This is an optimization exercise on Yosys and OpenROAD, whose aim is a short achievable clock period and few clock cycles, not a production implementation.
In this exercise RTL edits were held to simulation tests only and were not proved equivalent to the original.
Power figures rest on the tool's default switching activity, not on a simulated workload.

==> 04-21: inputs <==
## PCPU
module PCPU (
    input clk,
    input rst,
    input [31:0] Data_in,
    input [31:0] inst_in,
    output [3:0] MemRW_out,
    output [31:0] PC_out_IF,
    output [31:0] Data_to_Mem,
    output [31:0] Addr_out
);
export LEC_CHECK = 0
export CAP_MARGIN = 20
export CORE_MARGIN = 2
export CORE_UTILIZATION = 45
export SLEW_MARGIN = 20
create_clock -name core_clock -period 12.0 [get_ports {clk}]
standard.sh (not shown) runs the stock make flow with config.mk's settings and CLKGATE_MAP_FILE= SYNTH_SCRIPT=/design/flow/synth_recipe.tcl, a recipe that flattens the netlist after the stock synthesis.
==> flow/flow/run.sh <==
#!/bin/bash
set -uo pipefail
bash standard.sh SETUP_SLACK_MARGIN=8 finish > standard_make.log 2>&1
==> 06-15 (differences from 04-21) <==
--- a/flow/design.v
+++ b/flow/design.v
@@ -19,15 +19,16 @@
     reg [31:0] e_r2, e_b2, e_s2;
     reg        b_rf_q, s_rf_q;
     reg [4:0]  e_rd;
     reg        e_lb, e_lh, e_lbu, e_lhu;
     reg        e_wen, e_load, e_sb, e_sh, e_sw, e_jal, e_jalr;
     reg        r_j, r_eq, r_ne, r_lt, r_ge, r_ltu, r_geu;
     reg        fa_m, fb_m, fs_m;    
-    reg        c_ab, c_mb, c_am, c_mm;  
+    reg        c_ar, c_ab, c_mr, c_mb, c_am, c_mm;  
+    reg        ka_ar, ka_ab, ka_mr, ka_mb, ka_am, ka_mm, kd_ar, kd_ab, kd_mr, kd_mb, kd_am;
     reg        s_add, s_sub, s_sll, s_slt, s_sltu, s_xor, s_srl, s_sra;
     reg        s_or, s_and, s_lui, s_auipc, s_link;
     reg [31:0] m_res, m_sd;
     reg [31:0] m_addr;    
     reg [3:0]  m_be;
     reg [4:0]  m_rd;
     reg        m_wen, m_load, m_lb, m_lh, m_lbu, m_lhu;
@@ -103,34 +104,46 @@
                  d_jal  ? j_lo[10] != imm_j[31] : ~b_lo[10];
     wire [9:0] ptgt = d_jalr ? r_lo[9:0] : d_jal ? j_lo[9:0] : b_lo[9:0];
     wire [31:0] A = fa_m ? m_res : e_a;
     wire [31:0] e_b = b_rf_q ? e_r2 : e_b2;
     wire [31:0] e_s = s_rf_q ? e_r2 : e_s2;
     wire [31:0] B = fb_m ? m_res : e_b;
     wire [31:0] S = fs_m ? m_res : e_s;
-    wire [31:0] sum_ab = e_a + e_b;
-    wire [31:0] sum_mb = m_res + e_b;
+    wire [31:0] sum_ar = e_a + e_r2;
+    wire [31:0] sum_ab = e_a + e_b2;
+    wire [31:0] sum_mr = m_res + e_r2;
+    wire [31:0] sum_mb = m_res + e_b2;
     wire [31:0] sum_am = e_a + m_res;
     wire [31:0] sum_mm = {m_res[30:0], 1'b0};
-    wire [31:0] dif_ab = e_a - e_b;
-    wire [31:0] dif_mb = m_res - e_b;
+    wire [31:0] dif_ar = e_a - e_r2;
+    wire [31:0] dif_ab = e_a - e_b2;
+    wire [31:0] dif_mr = m_res - e_r2;
+    wire [31:0] dif_mb = m_res - e_b2;
     wire [31:0] dif_am = e_a - m_res;
-    wire [31:0] sum  = ({32{c_ab}} & sum_ab) | ({32{c_mb}} & sum_mb) |
+    wire [31:0] sum  = ({32{c_ar}} & sum_ar) | ({32{c_ab}} & sum_ab) |
+                       ({32{c_mr}} & sum_mr) | ({32{c_mb}} & sum_mb) |
                        ({32{c_am}} & sum_am) | ({32{c_mm}} & sum_mm);
-    wire [31:0] diff = ({32{c_ab}} & dif_ab) | ({32{c_mb}} & dif_mb) |
+    wire [31:0] diff = ({32{c_ar}} & dif_ar) | ({32{c_ab}} & dif_ab) |
+                       ({32{c_mr}} & dif_mr) | ({32{c_mb}} & dif_mb) |
                        ({32{c_am}} & dif_am);
-    wire eq  = (c_ab & (e_a == e_b)) | (c_mb & (m_res == e_b)) |
+    wire eq  = (c_ar & (e_a == e_r2)) | (c_ab & (e_a == e_b2)) |
+               (c_mr & (m_res == e_r2)) | (c_mb & (m_res == e_b2)) |
                (c_am & (e_a == m_res)) | c_mm;
-    wire lt  = (c_ab & ($signed(e_a) < $signed(e_b))) | (c_mb & ($signed(m_res) < $signed(e_b))) |
+    wire lt  = (c_ar & ($signed(e_a) < $signed(e_r2))) | (c_ab & ($signed(e_a) < $signed(e_b2))) |
+               (c_mr & ($signed(m_res) < $signed(e_r2))) | (c_mb & ($signed(m_res) < $signed(e_b2))) |
                (c_am & ($signed(e_a) < $signed(m_res)));
-    wire ltu = (c_ab & (e_a < e_b)) | (c_mb & (m_res < e_b)) | (c_am & (e_a < m_res));
+    wire ltu = (c_ar & (e_a < e_r2)) | (c_ab & (e_a < e_b2)) |
+               (c_mr & (m_res < e_r2)) | (c_mb & (m_res < e_b2)) | (c_am & (e_a < m_res));
     wire [31:0] shl  = A << B[4:0];
     wire [31:0] shr  = A >> B[4:0];
     wire [31:0] sha  = $signed(A) >>> B[4:0];
-    wire [31:0] res = ({32{s_add}} & sum) | ({32{s_sub}} & diff) |
+    wire [31:0] res = ({32{ka_ar}} & sum_ar) | ({32{ka_ab}} & sum_ab) | ({32{ka_mr}} & sum_mr) |
+                      ({32{ka_mb}} & sum_mb) | ({32{ka_am}} & sum_am) | ({32{ka_mm}} & sum_mm) |
+                      ({32{kd_ar}} & dif_ar) | ({32{kd_ab}} & dif_ab) | ({32{kd_mr}} & dif_mr) |
+                      ({32{kd_mb}} & dif_mb) | ({32{kd_am}} & dif_am) |
                       ({32{s_sll}} & shl) | ({32{s_srl}} & shr) | ({32{s_sra}} & sha) |
                       {31'b0, (s_slt & lt) | (s_sltu & ltu)} |
                       ({32{s_xor}} & (A ^ B)) | ({32{s_or}} & (A | B)) | ({32{s_and}} & (A & B)) |
                       ({32{s_lui}} & e_imm) | ({32{s_auipc}} & tgt) | ({32{s_link}} & e_pc4);
     wire taken = e_v & (e_rf | r_j | (r_eq & eq) | (r_ne & ~eq) | (r_lt & lt) | (r_ge & ~lt) |
                         (r_ltu & ltu) | (r_geu & ~ltu));
     wire [31:0] npc = e_rf ? e_pc : e_jalr ? sum : e_pt ? e_pc4 : tgt;
@@ -153,14 +166,23 @@
     wire        s_rf  = ~b_hit_m & ~b_hit_w;
     wire        b_rf  = ~d_bimm & s_rf;
     wire [31:0] a_byp = a_hit_m ? m_val : w_val;
     wire [31:0] s_byp = b_hit_m ? m_val : w_val;
     wire [31:0] b_byp = d_bimm ? d_imm : s_byp;
     wire [31:0] rf1 = rf[rs1];
     wire [31:0] rf2 = rf[rs2];
+    wire d_add = (d_op & f3 == 3'd0 & ~ins[30]) | (d_opimm & f3 == 3'd0) | d_load | d_store;
+    wire d_sub = d_op & f3 == 3'd0 & ins[30];
+    wire n_bm = ~d_bimm & b_hit_e;
+    wire n_ar = ~a_hit_e & ~n_bm & b_rf;
+    wire n_ab = ~a_hit_e & ~n_bm & ~b_rf;
+    wire n_mr =  a_hit_e & ~n_bm & b_rf;
+    wire n_mb =  a_hit_e & ~n_bm & ~b_rf;
+    wire n_am = ~a_hit_e &  n_bm;
+    wire n_mm =  a_hit_e &  n_bm;
     always @(posedge clk or posedge rst) begin
         if (rst) begin
             pc <= 32'b0;
             e_sq <= 1'b1;
             np <= 1'b0;
         end else begin
             np <= stall ? np : e_v & e_rf;
@@ -171,15 +193,17 @@
     always @(posedge clk or posedge rst) begin
         if (rst) begin
             e_a <= 0; e_r2 <= 0; e_b2 <= 0; e_s2 <= 0; b_rf_q <= 0; s_rf_q <= 0; e_imm <= 0; e_pc <= 0; e_pc4 <= 0; e_rd <= 0; e_pt <= 0; e_rf <= 0; e_auipc0 <= 0;
             e_lb <= 0; e_lh <= 0; e_lbu <= 0; e_lhu <= 0;
             e_wen <= 0; e_load <= 0; e_sb <= 0; e_sh <= 0; e_sw <= 0; e_jal <= 0; e_jalr <= 0;
             r_j <= 0; r_eq <= 0; r_ne <= 0; r_lt <= 0; r_ge <= 0; r_ltu <= 0; r_geu <= 0;
             fa_m <= 0; fb_m <= 0; fs_m <= 0;
-            c_ab <= 0; c_mb <= 0; c_am <= 0; c_mm <= 0;
+            c_ar <= 0; c_ab <= 0; c_mr <= 0; c_mb <= 0; c_am <= 0; c_mm <= 0;
+            ka_ar <= 0; ka_ab <= 0; ka_mr <= 0; ka_mb <= 0; ka_am <= 0; ka_mm <= 0;
+            kd_ar <= 0; kd_ab <= 0; kd_mr <= 0; kd_mb <= 0; kd_am <= 0;
             s_add <= 0; s_sub <= 0; s_sll <= 0; s_slt <= 0; s_sltu <= 0; s_xor <= 0;
             s_srl <= 0; s_sra <= 0; s_or <= 0; s_and <= 0; s_lui <= 0; s_auipc <= 0; s_link <= 0;
         end else begin
             e_a <= a_rf ? rf1 : a_byp;
             e_r2 <= rf2;
             e_b2 <= b_byp;
             e_s2 <= s_byp;
@@ -195,20 +219,22 @@
             e_lb  <= f3 == 3'd0;
             e_lh  <= f3 == 3'd1;
             e_lbu <= f3 == 3'd4;
             e_lhu <= f3 == 3'd5;
             fa_m <= a_hit_e;
             fb_m <= ~d_bimm & b_hit_e;
             fs_m <= b_hit_e;
-            c_ab <= ~a_hit_e & ~(~d_bimm & b_hit_e);
-            c_mb <=  a_hit_e & ~(~d_bimm & b_hit_e);
-            c_am <= ~a_hit_e &  (~d_bimm & b_hit_e);
-            c_mm <=  a_hit_e &  (~d_bimm & b_hit_e);
-            s_add  <= (d_op & f3 == 3'd0 & ~ins[30]) | (d_opimm & f3 == 3'd0) | d_load | d_store;
-            s_sub  <= d_op & f3 == 3'd0 & ins[30];
+            c_ar <= n_ar; c_ab <= n_ab; c_mr <= n_mr;
+            c_mb <= n_mb; c_am <= n_am; c_mm <= n_mm;
+            s_add  <= d_add;
+            s_sub  <= d_sub;
+            ka_ar <= d_add & n_ar; ka_ab <= d_add & n_ab; ka_mr <= d_add & n_mr;
+            ka_mb <= d_add & n_mb; ka_am <= d_add & n_am; ka_mm <= d_add & n_mm;
+            kd_ar <= d_sub & n_ar; kd_ab <= d_sub & n_ab; kd_mr <= d_sub & n_mr;
+            kd_mb <= d_sub & n_mb; kd_am <= d_sub & n_am;
             s_sll  <= d_alu & f3 == 3'd1;
             s_slt  <= d_alu & f3 == 3'd2;
             s_sltu <= d_alu & f3 == 3'd3;
             s_xor  <= d_alu & f3 == 3'd4;
             s_srl  <= d_alu & f3 == 3'd5 & ~ins[30];
             s_sra  <= d_alu & f3 == 3'd5 & ins[30];
             s_or   <= d_alu & f3 == 3'd6;
CORE_UTILIZATION = 40   (was 45)
==> 06-22 (differences from 04-21) <==
--- a/flow/design.v
+++ b/flow/design.v
@@ -11,17 +11,15 @@
 );
     reg [31:0] pc;           
     reg        e_sq;         
     reg        e_pt;         
     reg        e_rf;         
     reg        np;           
     reg        e_auipc0;     
-    reg [31:0] e_a, e_imm, e_pc, e_pc4;
-    reg [31:0] e_r2, e_b2, e_s2;
-    reg        b_rf_q, s_rf_q;
+    reg [31:0] e_a, e_b, e_s, e_imm, e_pc, e_pc4;    
     reg [4:0]  e_rd;
     reg        e_lb, e_lh, e_lbu, e_lhu;
     reg        e_wen, e_load, e_sb, e_sh, e_sw, e_jal, e_jalr;
     reg        r_j, r_eq, r_ne, r_lt, r_ge, r_ltu, r_geu;
     reg        fa_m, fb_m, fs_m;    
     reg        c_ab, c_mb, c_am, c_mm;  
     reg        s_add, s_sub, s_sll, s_slt, s_sltu, s_xor, s_srl, s_sra;
@@ -99,16 +97,14 @@
     wire p_br  = d_br & b_small;
     wire p_jr  = d_jalr & e_auipc0 & ~&e_pc[9:2] & a_hit_e & r_small;
     wire ptaken = (p_jal | p_br | p_jr) & nowrap & ~np;
     wire t_bad = d_jalr ? r_lo[10] != imm_i[31] :
                  d_jal  ? j_lo[10] != imm_j[31] : ~b_lo[10];
     wire [9:0] ptgt = d_jalr ? r_lo[9:0] : d_jal ? j_lo[9:0] : b_lo[9:0];
     wire [31:0] A = fa_m ? m_res : e_a;
-    wire [31:0] e_b = b_rf_q ? e_r2 : e_b2;
-    wire [31:0] e_s = s_rf_q ? e_r2 : e_s2;
     wire [31:0] B = fb_m ? m_res : e_b;
     wire [31:0] S = fs_m ? m_res : e_s;
     wire [31:0] sum_ab = e_a + e_b;
     wire [31:0] sum_mb = m_res + e_b;
     wire [31:0] sum_am = e_a + m_res;
     wire [31:0] sum_mm = {m_res[30:0], 1'b0};
     wire [31:0] dif_ab = e_a - e_b;
@@ -145,50 +141,41 @@
     wire [31:0] dsh = Data_in >> {m_res[1:0], 3'b000};
     wire [31:0] ld = m_lb  ? {{24{dsh[7]}}, dsh[7:0]} :
                      m_lbu ? {24'b0, dsh[7:0]} :
                      m_lh  ? {{16{dsh[15]}}, dsh[15:0]} :
                      m_lhu ? {16'b0, dsh[15:0]} : Data_in;
     wire [31:0] m_val = m_load ? ld : m_res;
     wire [31:0] fd_next = stall ? pc : {fpc4[31:10], ptaken ? ptgt : fpc4[9:0]};
-    wire        a_rf  = ~a_hit_m & ~a_hit_w;
-    wire        s_rf  = ~b_hit_m & ~b_hit_w;
-    wire        b_rf  = ~d_bimm & s_rf;
-    wire [31:0] a_byp = a_hit_m ? m_val : w_val;
-    wire [31:0] s_byp = b_hit_m ? m_val : w_val;
-    wire [31:0] b_byp = d_bimm ? d_imm : s_byp;
-    wire [31:0] rf1 = rf[rs1];
-    wire [31:0] rf2 = rf[rs2];
+    wire [31:0] rs1v = a_hit_m ? m_val : a_hit_w ? w_val : rf[rs1];
+    wire [31:0] rs2v = b_hit_m ? m_val : b_hit_w ? w_val : rf[rs2];
     always @(posedge clk or posedge rst) begin
         if (rst) begin
             pc <= 32'b0;
             e_sq <= 1'b1;
             np <= 1'b0;
         end else begin
             np <= stall ? np : e_v & e_rf;
             pc <= taken ? npc : fd_next;
             e_sq <= taken | stall;
         end
     end
     always @(posedge clk or posedge rst) begin
         if (rst) begin
-            e_a <= 0; e_r2 <= 0; e_b2 <= 0; e_s2 <= 0; b_rf_q <= 0; s_rf_q <= 0; e_imm <= 0; e_pc <= 0; e_pc4 <= 0; e_rd <= 0; e_pt <= 0; e_rf <= 0; e_auipc0 <= 0;
+            e_a <= 0; e_b <= 0; e_imm <= 0; e_pc <= 0; e_pc4 <= 0; e_rd <= 0; e_pt <= 0; e_rf <= 0; e_auipc0 <= 0;
             e_lb <= 0; e_lh <= 0; e_lbu <= 0; e_lhu <= 0;
             e_wen <= 0; e_load <= 0; e_sb <= 0; e_sh <= 0; e_sw <= 0; e_jal <= 0; e_jalr <= 0;
             r_j <= 0; r_eq <= 0; r_ne <= 0; r_lt <= 0; r_ge <= 0; r_ltu <= 0; r_geu <= 0;
-            fa_m <= 0; fb_m <= 0; fs_m <= 0;
+            fa_m <= 0; fb_m <= 0; fs_m <= 0; e_s <= 0;
             c_ab <= 0; c_mb <= 0; c_am <= 0; c_mm <= 0;
             s_add <= 0; s_sub <= 0; s_sll <= 0; s_slt <= 0; s_sltu <= 0; s_xor <= 0;
             s_srl <= 0; s_sra <= 0; s_or <= 0; s_and <= 0; s_lui <= 0; s_auipc <= 0; s_link <= 0;
         end else begin
-            e_a <= a_rf ? rf1 : a_byp;
-            e_r2 <= rf2;
-            e_b2 <= b_byp;
-            e_s2 <= s_byp;
-            b_rf_q <= b_rf;
-            s_rf_q <= s_rf;
+            e_a <= rs1v;
+            e_b <= d_bimm ? d_imm : rs2v;
+            e_s <= rs2v;
             e_imm <= d_imm;
             e_pc <= fpc;
             e_pc4 <= fpc4;
             e_rd <= rd;
             e_pt <= ptaken;
             e_rf <= ptaken & t_bad;
             e_auipc0 <= d_auipc & d_wen & (ins[31:12] == 20'b0);
CORE_UTILIZATION = 35   (was 45)
==> 10-13 (differences from 04-21) <==
--- a/flow/design.v
+++ b/flow/design.v
@@ -11,17 +11,15 @@
 );
     reg [31:0] pc;           
     reg        e_sq;         
     reg        e_pt;         
     reg        e_rf;         
     reg        np;           
     reg        e_auipc0;     
-    reg [31:0] e_a, e_imm, e_pc, e_pc4;
-    reg [31:0] e_r2, e_b2, e_s2;
-    reg        b_rf_q, s_rf_q;
+    reg [31:0] e_a, e_b, e_s, e_imm, e_pc, e_pc4;    
     reg [4:0]  e_rd;
     reg        e_lb, e_lh, e_lbu, e_lhu;
     reg        e_wen, e_load, e_sb, e_sh, e_sw, e_jal, e_jalr;
     reg        r_j, r_eq, r_ne, r_lt, r_ge, r_ltu, r_geu;
     reg        fa_m, fb_m, fs_m;    
     reg        c_ab, c_mb, c_am, c_mm;  
     reg        s_add, s_sub, s_sll, s_slt, s_sltu, s_xor, s_srl, s_sra;
@@ -99,16 +97,14 @@
     wire p_br  = d_br & b_small;
     wire p_jr  = d_jalr & e_auipc0 & ~&e_pc[9:2] & a_hit_e & r_small;
     wire ptaken = (p_jal | p_br | p_jr) & nowrap & ~np;
     wire t_bad = d_jalr ? r_lo[10] != imm_i[31] :
                  d_jal  ? j_lo[10] != imm_j[31] : ~b_lo[10];
     wire [9:0] ptgt = d_jalr ? r_lo[9:0] : d_jal ? j_lo[9:0] : b_lo[9:0];
     wire [31:0] A = fa_m ? m_res : e_a;
-    wire [31:0] e_b = b_rf_q ? e_r2 : e_b2;
-    wire [31:0] e_s = s_rf_q ? e_r2 : e_s2;
     wire [31:0] B = fb_m ? m_res : e_b;
     wire [31:0] S = fs_m ? m_res : e_s;
     wire [31:0] sum_ab = e_a + e_b;
     wire [31:0] sum_mb = m_res + e_b;
     wire [31:0] sum_am = e_a + m_res;
     wire [31:0] sum_mm = {m_res[30:0], 1'b0};
     wire [31:0] dif_ab = e_a - e_b;
@@ -166,29 +162,26 @@
             np <= stall ? np : e_v & e_rf;
             pc <= taken ? npc : fd_next;
             e_sq <= taken | stall;
         end
     end
     always @(posedge clk or posedge rst) begin
         if (rst) begin
-            e_a <= 0; e_r2 <= 0; e_b2 <= 0; e_s2 <= 0; b_rf_q <= 0; s_rf_q <= 0; e_imm <= 0; e_pc <= 0; e_pc4 <= 0; e_rd <= 0; e_pt <= 0; e_rf <= 0; e_auipc0 <= 0;
+            e_a <= 0; e_b <= 0; e_imm <= 0; e_pc <= 0; e_pc4 <= 0; e_rd <= 0; e_pt <= 0; e_rf <= 0; e_auipc0 <= 0;
             e_lb <= 0; e_lh <= 0; e_lbu <= 0; e_lhu <= 0;
             e_wen <= 0; e_load <= 0; e_sb <= 0; e_sh <= 0; e_sw <= 0; e_jal <= 0; e_jalr <= 0;
             r_j <= 0; r_eq <= 0; r_ne <= 0; r_lt <= 0; r_ge <= 0; r_ltu <= 0; r_geu <= 0;
-            fa_m <= 0; fb_m <= 0; fs_m <= 0;
+            fa_m <= 0; fb_m <= 0; fs_m <= 0; e_s <= 0;
             c_ab <= 0; c_mb <= 0; c_am <= 0; c_mm <= 0;
             s_add <= 0; s_sub <= 0; s_sll <= 0; s_slt <= 0; s_sltu <= 0; s_xor <= 0;
             s_srl <= 0; s_sra <= 0; s_or <= 0; s_and <= 0; s_lui <= 0; s_auipc <= 0; s_link <= 0;
         end else begin
             e_a <= a_rf ? rf1 : a_byp;
-            e_r2 <= rf2;
-            e_b2 <= b_byp;
-            e_s2 <= s_byp;
-            b_rf_q <= b_rf;
-            s_rf_q <= s_rf;
+            e_b <= b_rf ? rf2 : b_byp;
+            e_s <= s_rf ? rf2 : s_byp;
             e_imm <= d_imm;
             e_pc <= fpc;
             e_pc4 <= fpc4;
             e_rd <= rd;
             e_pt <= ptaken;
             e_rf <= ptaken & t_bad;
             e_auipc0 <= d_auipc & d_wen & (ins[31:12] == 20'b0);
CORE_UTILIZATION = 35   (was 45)
==> comparison <==
Against 04-21, the core utilization of 10-13 is lower by 10 points. 06-22 passed the timing, design-rule and antenna checks. 06-15 went through all stages and came out clean. 04-21 produced a layout that fails on antenna rules. 10-13 passed the timing, design-rule and antenna checks. Global-route usage: 06-22 < 10-13 < 06-15 < 04-21. In sequential power, 06-22 and 10-13 hardly differ. Of 06-15 and 06-22, 06-15 has the higher cell count (gap 9.0%, measured against 06-22). Against 10-13, the via count of 06-15 is larger by 12%. Maximum frequency: 10-13 > 06-22 > 04-21 > 06-15. Power, lowest first: 10-13, 06-22, 04-21, 06-15. Cell area: 06-15 > 10-13 > 06-22 > 04-21. Between 04-21 and 10-13, the lower clock skew is in 04-21 (gap 0.048 ns). First-iteration DRC count, lowest first: 04-21, 06-22, 06-15, 10-13.
==> figures <==
|  | 04-21 | 06-15 | 06-22 | 10-13 |
|---|---|---|---|---|
| Outcome | failed layout checks | no timing/DRC/antenna violations | no timing/DRC/antenna violations | no timing/DRC/antenna violations |
| Violated checks | antenna rules | - | - | - |
| Routed WL | 470300 µm | 552100 µm | 473900 µm | 486300 µm |
| Count of different cell masters after synthesis | 94 | 108 | 103 | 105 |
| Final core utilization | 55.98% | 49.59% | 45.33% | 45.76% |
| Worst-case register-to-register setup slack | 7.33 ns | 7.32 ns | 7.87 ns | 7.82 ns |
| Net Count, Synth | 8965 | 10390 | 8874 | 8769 |
| Portion of the post-synthesis area used by sequential elements | 41.39% | 38.00% | 41.34% | 41.47% |
| Die extent in y | 444.5 µm | 493.4 µm | 497.8 µm | 497.1 µm |
| CP startpoint kind | register | register | input pin | input pin |
| Number of standard cells in the final layout excluding fillers | 11560 | 13500 | 12380 | 12340 |
| Peak VDD IR | 0.0001214 V | 0.0001291 V | 0.0001499 V | 0.0001183 V |
| Critical path depth in cells | 24 | 21 | 13 | 14 |
| Die area | 197600 µm² | 243500 µm² | 247800 µm² | 247100 µm² |
| Average via count per standard cell | 7.284 | 7.171 | 6.940 | 7.006 |
| Maximum clock skew at final layout | 0.04697 ns | 0.1025 ns | 0.06692 ns | 0.09486 ns |
| ClkCell Share | 5.187% | 4.806% | 5.011% | 4.747% |
| Dominant cell type by count on the critical path | sky130_fd_sc_hd__buf_12 | sky130_fd_sc_hd__buf_6 | - | sky130_fd_sc_hd__buf_12 |
| Mean routed wirelength per cell | 40.69 µm | 40.91 µm | 38.28 µm | 39.40 µm |
| Area share of the largest cell type after synthesis | 41.36% | 37.97% | 41.31% | 41.44% |
| DR WL met2 | 193000 µm | 220100 µm | 191000 µm | 195400 µm |
| WHS | 0.4431 ns | 0.4441 ns | 0.4178 ns | 0.4407 ns |
| Row Count | 161 | 179 | 181 | 181 |
Testbench counts of 04-21, summed over its fixed seeds: cycles 27,405.
Testbench counts of 06-15, summed over its fixed seeds: cycles 27,405.
Testbench counts of 06-22, summed over its fixed seeds: cycles 27,405.
Testbench counts of 10-13, summed over its fixed seeds: cycles 27,405.

## re-timing with driven ports
In the flow no input, the clock included, has a driving cell. The finished layouts below were timed again as built, in two steps.
Step 1: set_driving_cell puts a clkbuf_16 on clk and a buf_2 on each other input, an assumption about the parent block.
Step 2 also shifts input and output timing later by t, the mid clock arrival at the registers, as if the neighbouring blocks saw the same clock.
Slacks: ideal ports / drivers / drivers and shift; pairs: ideal ports / drivers.
run | t (ns) | slack for setup (ns) | worst register clock-pin slew, ns
04-21 | 0.919 | 7.327 / 7.327 / 6.724 | 0.09 / 0.09
06-15 | 0.906 | 7.322 / 7.322 / 6.547 | 0.08 / 0.08
06-22 | 0.947 | 7.350 / 7.414 / 6.468 | 0.07 / 0.07
10-13 | 0.921 | 7.370 / 7.402 / 6.481 | 0.08 / 0.08
The setup slack of 10-13, which loses most, moves by +0.032 ns with the drivers and by -0.889 ns with both steps.
